Context: an optimization exercise on an open-source flow, tuned for small area and a short achievable clock period. The choices shown serve that exercise and are no tape-out recipe. In this exercise RTL edits were held to simulation tests only and were not proved equivalent to the original. Power and IR drop assume default switching activity.

<file path="flow/config.mk">
export PLATFORM = sky130hd
export DESIGN_NAME = SingleCycle
export DESIGN_NICKNAME = SingleCycle
export VERILOG_FILES = /design/flow/design.v
export SDC_FILE = /design/flow/constraint.sdc
export NUM_CORES = 4
export LEC_CHECK = 0
export CAP_MARGIN = 30
export CORE_MARGIN = 2
export CORE_UTILIZATION = 55
export PLACE_DENSITY = 0.7
export SETUP_SLACK_MARGIN = 5
export SLEW_MARGIN = 30
export SYNTH_HIERARCHICAL = 1
</file>
<file path="flow/constraint.sdc">
create_clock -name core_clock -period 18.0 [get_ports {Clk}]
set_input_delay 3.6000 -clock core_clock [delete_from_list [all_inputs] [get_ports {Clk}]]
set_output_delay 3.6000 -clock core_clock [all_outputs]
set_load 0.01 [all_outputs]
</file>
<file path="flow/design.v">
module Control(OPCode, IsLDUR, IsSTUR, IsCBZ, IsB, RegWrite);
input  [10:0] OPCode;
output IsLDUR, IsSTUR, IsCBZ, IsB, RegWrite;
wire IsADD  = (OPCode == 11'b10001011000);
wire IsSUB  = (OPCode == 11'b11001011000);
wire IsAND  = (OPCode == 11'b10001010000);
wire IsORR  = (OPCode == 11'b10101010000);
wire IsLSL  = (OPCode == 11'b11010011011);
wire IsLSR  = (OPCode == 11'b11010011010);
wire IsORRI = (OPCode[10:1] == 10'b1011001000);
assign IsLDUR = (OPCode == 11'b11111000010);
assign IsSTUR = (OPCode == 11'b11111000000);
assign IsCBZ  = (OPCode[10:3] == 8'b10110100);
assign IsB    = (OPCode[10:5] == 6'b000101);
assign RegWrite = IsLDUR | IsADD | IsSUB | IsAND | IsORR | IsLSL | IsLSR | IsORRI;
endmodule
module ALUControl(Instr, SelMem, SelShift, SelOr, SelAnd, SelAdd, Sub, ShLeft, OrImm);
input  [31:0] Instr;
output SelMem, SelShift, SelOr, SelAnd, SelAdd, Sub, ShLeft, OrImm;
wire i30 = Instr[30], i29 = Instr[29], i28 = Instr[28], i27 = Instr[27], i24 = Instr[24];
assign SelMem   =  i28 &  i27;
assign SelShift =  i28 & ~i27 &  i30;
assign OrImm    =  i28 & ~i27 & ~i30;
assign SelOr    =  OrImm | (~i28 & ~i24 & i29);
assign SelAnd   = ~i28 & ~i24 & ~i29;
assign SelAdd   = ~i28 &  i24;
assign Sub      =  i30;
assign ShLeft   =  Instr[21];
endmodule
module ALU(Out, R1, R2, Instr, MemData, SelMem, SelShift, SelOr, SelAnd, SelAdd, Sub, ShLeft, OrImm);
input  [63:0] R1, R2, MemData;
input  [31:0] Instr;
input  SelMem, SelShift, SelOr, SelAnd, SelAdd, Sub, ShLeft, OrImm;
output [63:0] Out;
wire [63:0] b = R2 ^ {64{Sub}};
wire [63:0] sum;
BKAdd add(.A(R1), .B(b), .Ci(Sub), .S(sum));
wire [63:0] orb = OrImm ? {52'b0, Instr[21:10]} : R2;
function [63:0] rev;
	input [63:0] x;
	integer k;
	begin
		for (k = 0; k < 64; k = k + 1) rev[k] = x[63-k];
	end
endfunction
wire [63:0] shin  = ShLeft ? rev(R1) : R1;
wire [63:0] shout = shin >> Instr[15:10];
wire [63:0] shres = ShLeft ? rev(shout) : shout;
assign Out = ({64{SelMem}}   & MemData)
           | ({64{SelAdd}}   & sum)
           | ({64{SelAnd}}   & (R1 & R2))
           | ({64{SelOr}}    & (R1 | orb))
           | ({64{SelShift}} & shres);
endmodule
module BKAdd(A, B, Ci, S);
input  [63:0] A, B;
input  Ci;
output [63:0] S;
wire [63:0] g0 = A & B;
wire [63:0] p0 = A ^ B;
wire [63:0] g [0:12];
wire [63:0] p [0:12];
assign g[0] = {g0[63:1], g0[0] | (p0[0] & Ci)};
assign p[0] = p0;
genvar k, j;
generate
   for (k = 0; k < 6; k = k + 1) begin : up
      for (j = 0; j < 64; j = j + 1) begin : b
         if ((j % (1 << (k+1))) == ((1 << (k+1)) - 1)) begin
            assign g[k+1][j] = g[k][j] | (p[k][j] & g[k][j - (1 << k)]);
            assign p[k+1][j] = p[k][j] & p[k][j - (1 << k)];
         end else begin
            assign g[k+1][j] = g[k][j];
            assign p[k+1][j] = p[k][j];
         end
      end
   end
   for (k = 0; k < 5; k = k + 1) begin : dn
      for (j = 0; j < 64; j = j + 1) begin : b
         if ((j % (1 << (5-k))) == ((1 << (4-k)) - 1) && j >= (1 << (5-k))) begin
            assign g[7+k][j] = g[6+k][j] | (p[6+k][j] & g[6+k][j - (1 << (4-k))]);
            assign p[7+k][j] = p[6+k][j] & p[6+k][j - (1 << (4-k))];
         end else begin
            assign g[7+k][j] = g[6+k][j];
            assign p[7+k][j] = p[6+k][j];
         end
      end
   end
endgenerate
wire [63:0] c = {g[11][62:0], Ci};
assign S = p0 ^ c;
endmodule
module SignExtend(A, B, S);
parameter W = 64;
parameter N = 9;
localparam H = W - N;
input  [W-1:0] A;
input  [N-1:0] B;
output [W-1:0] S;
wire [N-1:0] lo;
wire c;
SkAdd #(.N(N)) low(.A(A[N-1:0]), .B(B), .Ci(1'b0), .S(lo), .Co(c));
wire s = B[N-1];
wire inc = c & ~s;
wire dec = ~c & s;
wire [H-1:0] hi = A[W-1:N];
wire [H-1:0] po, pz;
PrefixAnd #(.H(H)) pao(.X(hi),  .P(po));
PrefixAnd #(.H(H)) paz(.X(~hi), .P(pz));
wire [H-1:0] eo = {po[H-2:0], 1'b1};
wire [H-1:0] ez = {pz[H-2:0], 1'b1};
assign S = {hi ^ (({H{inc}} & eo) | ({H{dec}} & ez)), lo};
endmodule
module PrefixAnd(X, P);
parameter H = 55;
localparam L = 6;    
input  [H-1:0] X;
output [H-1:0] P;
wire [H-1:0] lv [0:L];
assign lv[0] = X;
genvar k, j;
generate
   for (k = 0; k < L; k = k + 1) begin : lvl
      for (j = 0; j < H; j = j + 1) begin : b
         if (((j >> k) & 1) == 1)
            assign lv[k+1][j] = lv[k][j] & lv[k][((j >> k) << k) - 1];
         else
            assign lv[k+1][j] = lv[k][j];
      end
   end
endgenerate
assign P = lv[L];
endmodule
module SkAdd(A, B, Ci, S, Co);
parameter N = 9;
localparam L = 6;    
input  [N-1:0] A, B;
input  Ci;
output [N-1:0] S;
output Co;
wire [N-1:0] p0 = A ^ B;
wire [N-1:0] g [0:L];
wire [N-1:0] p [0:L];
assign g[0] = {A[N-1:1] & B[N-1:1], (A[0] & B[0]) | (p0[0] & Ci)};
assign p[0] = p0;
genvar k, j;
generate
   for (k = 0; k < L; k = k + 1) begin : lvl
      for (j = 0; j < N; j = j + 1) begin : b
         if (((j >> k) & 1) == 1) begin
            assign g[k+1][j] = g[k][j] | (p[k][j] & g[k][((j >> k) << k) - 1]);
            assign p[k+1][j] = p[k][j] & p[k][((j >> k) << k) - 1];
         end else begin
            assign g[k+1][j] = g[k][j];
            assign p[k+1][j] = p[k][j];
         end
      end
   end
endgenerate
assign S  = p0 ^ {g[L][N-2:0], Ci};
assign Co = g[L][N-1];
endmodule
module RegisterFile(SelA, SelB, WE, Data, Out1, Out2, Clk, Rst);
	input Clk;
	input Rst;
	input [30:0] SelA, SelB;	 
	input [30:0] WE;		 
	input [63:0] Data;
	output reg [63:0] Out1, Out2;
	reg [64*31-1:0] rf;
	integer i;
	always @(*)
	begin
		Out1 = 64'b0;
		Out2 = 64'b0;
		for (i = 0; i < 31; i = i + 1)
		begin
			Out1 = Out1 | ({64{SelA[i]}} & rf[64*i +: 64]);
			Out2 = Out2 | ({64{SelB[i]}} & rf[64*i +: 64]);
		end
	end
	wire [63:0] wd = Data & {64{~Rst}};
	always @(posedge Clk)
	begin
		for (i = 0; i < 31; i = i + 1)
			if (Rst | WE[i])
				rf[64*i +: 64] <= wd;
	end
endmodule
module ProgramCounter (NextPC, CurrentPC, Instr, IsCBZ, IsB, Zero);
input  [63:0] CurrentPC;
input  [31:0] Instr;
input  IsCBZ, IsB, Zero;
output [63:0] NextPC;
wire [25:0] boff = IsB ? Instr[25:0] : {{7{Instr[23]}}, Instr[23:5]};
wire taken = IsB | (IsCBZ & Zero);
wire [25:0] off = taken ? boff : 26'd1;
wire [61:0] npc;
SignExtend #(.W(62), .N(26)) add(.A(CurrentPC[63:2]), .B(off), .S(npc));
assign NextPC = {npc, CurrentPC[1:0]};
endmodule
module SingleCycle(Clk, Rst, startPC, currentPC, instruction,
                   dMemAddr, dMemWData, dMemRead, dMemWrite, dMemRData);
   input Clk;
   input Rst;
   input [63:0] startPC;
   output [63:0] currentPC;
   input [31:0] instruction;
   output [63:0] dMemAddr;
   output [63:0] dMemWData;
   output dMemRead;
   output dMemWrite;
   input [63:0] dMemRData;
   reg [63:0] currentPC;
   wire [63:0] nextPC;
   wire [4:0] rd = instruction[4:0];
   wire [4:0] rn = instruction[9:5];
   wire [4:0] rm = instruction[20:16];
   wire IsLDUR, IsSTUR, IsCBZ, IsB, RegWrite;
   Control control(
      .OPCode(instruction[31:21]),
      .IsLDUR(IsLDUR), .IsSTUR(IsSTUR), .IsCBZ(IsCBZ), .IsB(IsB),
      .RegWrite(RegWrite)
   );
   wire SelMem, SelShift, SelOr, SelAnd, SelAdd, Sub, ShLeft, OrImm;
   ALUControl aluctl(
      .Instr(instruction),
      .SelMem(SelMem), .SelShift(SelShift), .SelOr(SelOr), .SelAnd(SelAnd),
      .SelAdd(SelAdd), .Sub(Sub), .ShLeft(ShLeft), .OrImm(OrImm)
   );
   wire [30:0] selA, selB, we;
   genvar r;
   generate
      for (r = 0; r < 31; r = r + 1) begin : dec
         assign selA[r] = (rn == r);
         assign selB[r] = instruction[28] ? (rd == r) : (rm == r);
         assign we[r]   = RegWrite & (rd == r);
      end
   endgenerate
   wire [63:0] Out1, Out2, Data;
   RegisterFile registers(
      .SelA(selA), .SelB(selB), .WE(we), .Data(Data),
      .Out1(Out1), .Out2(Out2), .Clk(Clk), .Rst(Rst)
   );
   ALU mainALU(
      .Out(Data), .R1(Out1), .R2(Out2), .Instr(instruction), .MemData(dMemRData),
      .SelMem(SelMem), .SelShift(SelShift), .SelOr(SelOr), .SelAnd(SelAnd),
      .SelAdd(SelAdd), .Sub(Sub), .ShLeft(ShLeft), .OrImm(OrImm)
   );
   SignExtend #(.W(64), .N(9)) addr(.A(Out1), .B(instruction[20:12]), .S(dMemAddr));
   wire Zero = ~|Out2;
   ProgramCounter next(
      .NextPC(nextPC), .CurrentPC(currentPC), .Instr(instruction),
      .IsCBZ(IsCBZ), .IsB(IsB), .Zero(Zero)
   );
   always @ (posedge Clk)
   begin
      if (Rst)
         currentPC <= startPC;
      else
         currentPC <= nextPC;
   end
   assign dMemWData = Out2;
   assign dMemRead  = IsLDUR;
   assign dMemWrite = IsSTUR;
endmodule
</file>
<file path="flow/run.sh">
#!/bin/bash
# synth_recipe.tcl (not shown) runs the flow's synth.tcl, then flattens the netlist and writes it again
# the make line also repeats each setting of config.mk as NAME=value (left out here)
make -C /OpenROAD-flow-scripts/flow DESIGN_CONFIG=/design/flow/config.mk WORK_HOME=/design/flow/orfs CLKGATE_MAP_FILE= SYNTH_SCRIPT=/design/flow/synth_recipe.tcl finish
</file>
==> results.txt <==
Startpoint Class input pin; GR Util All Layers 46.4%; CTS tree built; class of the most critical setup path in -> out; type of the tightest min-delay check reg -> reg; clock transition at the register clock pins on the worst setup and hold paths after CTS 60 ps; global placer's final weighted congestion 1.05; first-pass GRT wire length 623 mm; worst clock skew 123 ps; Worst Path Max Fanout 39; number of hold buffers added after CTS 0; Worst slew margin 20.3%; Finished Core Util 63.3%; count of TritonRoute iterations in the first routing pass 13; Antenna Violating Nets Remaining 0; capture instance of the worst register-to-register path currentPC[30]$_DFF_P_; setup repair after global routing missed its margin no; required arrival time at the worst endpoint 14400 ps; number of hold violations in the final report 0; Die Span Y 437 um; final routed wirelength across all metal layers 458 mm; data arrival time of the critical path 9420 ps; clock sink total 2048; clock insertion delay at the later pin of the skew report 920 ps; run status no timing/DRC/antenna violations; largest net degree at the start of global routing 65; Max rail drop VDD 0.0000905 V; Synth warnings 14; area of the core region 186000 um^2; total die area 191000 um^2; Largest delay share family, worst path simple AND/OR/NAND/NOR gates; gate count after technology mapping 7745; fmax 0.0768 GHz; sum of net half-perimeters after detailed placement 293 mm; number of global-route vias before repair 80500; detailed-route vias per instance 8.01; endpoint kind of the worst setup timing path primary output; via count 85700; setup slack of the most critical reg-to-reg path 9920 ps; starting density of the core 55.4%; cell type with the highest occurrence count on the critical path sky130_fd_sc_hd__buf_4; launch instance of the worst register-to-register path registers.rf[931]$_DFFE_PP_; destination of the worst hold path currentPC[1]$_DFF_P_; Total Nets Final 8323; DRC violations left 0; aggregate global routing overflow 0; cell at the slowest stage of the critical path sky130_fd_sc_hd__nor2_4; most common library cell in the layout ignoring fill and taps sky130_fd_sc_hd__edfxtp_1; minimum clock period 13020 ps; critical path's largest stage delay 730 ps; post-synth net total 8045; Max Buffers Root-to-Sink 3; number of stages on the worst hold path 1; die boundary width 437 um; Final Max Tran Viols 0; Total Neg Setup Slack 0 ps; clock buffers created by TritonCTS 201; Avg Inst Size Synth 13.3 um^2; Reg2Reg Depth 23; Worst-Margin Slew 1180 ps; Root Buffer Master sky130_fd_sc_hd__clkbuf_16; power per unit of standard cell area 120 nW/um^2; ratio of cells with drive above 1 in the final layout 16.0%; number of buffer and inverter instances along the worst setup path 5; Setup violations, final 0; Static Leak 41.0 nW; Top-Level Pins 356; DRT iter0 DRCs 17900; antenna violations before repair 49; drt wl/cell 42.8 um; IO buf count 355; area growth from synthesis to final layout 14.2%; Max-cap violations 0; num rows 158; CTS HTree Levels 4; commonest non-fill, non-tap cells in the layout sky130_fd_sc_hd__edfxtp_1 (1984), sky130_fd_sc_hd__a22oi_1 (1591), sky130_fd_sc_hd__nand3_1 (353); summed instance area of the synthesized netlist 103000 um^2; Final Cycle Share 72.3%; hold_sp currentPC[1]$_DFF_P_; CP Cell Sequence buf_2, nand2b_4, buf_4, nor2_4, buf_4, a222oi_1, nand3_1, or4_1, buf_4, nand4_2, nor4_1, nand4_1, nor2_1, a22oi_2, xnor2_1, clkdlybuf4s50_1
-- area by class of cell --
type / instances / area [um^2]
diodes: 23 / 57.6
clock buffers: 240 / 5210
clock inverters: 138 / 1700
fillers: 13600 / 68100
inverters: 232 / 871
multi-input cells: 4837 / 39200
flip-flops and latches: 2048 / 60900
well taps: 2480 / 3100
repair buffers: 703 / 6520
-- stage by stage --
step                worst slack, ps  hold slack, ps  std cells  cell area, um^2  total power, mW
floorplan                      6760             618       7745           103000             8.01
global placement               3390             465      10300           110000             9.45
detailed placement             3280             480      10300           110000             9.53
CTS                            5040             489      10700           117000             13.9
global route                   5010             505      10700           117000             14.4
finish                         4980             485      10700           118000             14.2
-- worst max-delay path by stage --
| stage | start | to | slack, ps | cells after the start |
|---|---|---|---|---|
| 6_report | instruction[8] | dMemAddr[59] | 4980 | 16 |
| 2_1_floorplan | instruction[8] | dMemAddr[13] | 6760 | 22 |
| 3_5_place_dp | instruction[8] | dMemAddr[10] | 3280 | 19 |
| 3_3_place_gp | instruction[5] | dMemAddr[10] | 3390 | 18 |
| 4_1_cts | instruction[8] | dMemAddr[56] | 5040 | 16 |
| 5_1_grt | instruction[7] | dMemAddr[17] | 5010 | 21 |
-- registers in the layout, summed over array words and instances (netlist names) --
register and cells:
registers.rf 1984, currentPC 64
-- power by group --
group / internal (mW) / leakage (nW) / switching (mW)
sequential: 6.13 / 20.9 / 0.375
combinational: 1.00 / 16.8 / 2.20
clock: 2.54 / 3.37 / 1.92
-- worst reg2reg max path, cell delays in order (launching register included) --
cell	delay, ps
sky130_fd_sc_hd__edfxtp_1	400
sky130_fd_sc_hd__a22oi_1	200
sky130_fd_sc_hd__nand4_1	690
sky130_fd_sc_hd__or4_1	1030
sky130_fd_sc_hd__nor4_1	1080
sky130_fd_sc_hd__nand4_1	360
sky130_fd_sc_hd__nor4_4	350
sky130_fd_sc_hd__buf_4	390
sky130_fd_sc_hd__a32oi_1	250
sky130_fd_sc_hd__inv_1	120
sky130_fd_sc_hd__fa_1	180
sky130_fd_sc_hd__inv_1	50
sky130_fd_sc_hd__fa_1	410
sky130_fd_sc_hd__a211oi_2	300
sky130_fd_sc_hd__o211ai_2	150
sky130_fd_sc_hd__nand4_1	140
sky130_fd_sc_hd__nand2_2	140
sky130_fd_sc_hd__a221oi_4	280
sky130_fd_sc_hd__o21bai_1	180
sky130_fd_sc_hd__inv_1	130
sky130_fd_sc_hd__ha_4	520
sky130_fd_sc_hd__a22oi_1	200
sky130_fd_sc_hd__xnor2_1	170
sky130_fd_sc_hd__mux2_2	260
-- timing repair --
action | CTS | global route
endpoints found under the setup margin | 57 | 49
pin swaps | 10 | 2
setup buffers | 19 | 4
gates resized for setup | 49 | 14
endpoints found under the hold margin | 0 | 0
gates cloned | 3 | 0
-- layer usage --
metal	wire, um	track usage (%)
met5	558	1.41
met4	39000	30.4
met3	81400	22.6
met2	188000	65.5
met1	149000	56.2

-- port drivers added, routing unchanged --
The results above use ideal ports. As a check the final layout listed here was re-extracted and re-timed, cells and wires unchanged. Step 1 sets driving cells, clkbuf_16 on the clock port and buf_2 on the other inputs (assumed; they add their load-dependent delay and slew). Step 2 also shifts input and output timing later by t, the mid clock arrival at the registers, as if the neighbouring blocks saw the same clock. a / b / c = ideal ports / drivers / drivers and shift; a / b = the first two.
t, ns: 0.949
setup WS [ns]: 4.981 / 4.952 / 4.192
worst setup path at the end: input to register
pins driven straight from the clock port: 1
After both steps setup and hold are still met in this run. The setup slack of this run moves by -0.029 ns with the drivers and by -0.789 ns with both steps.
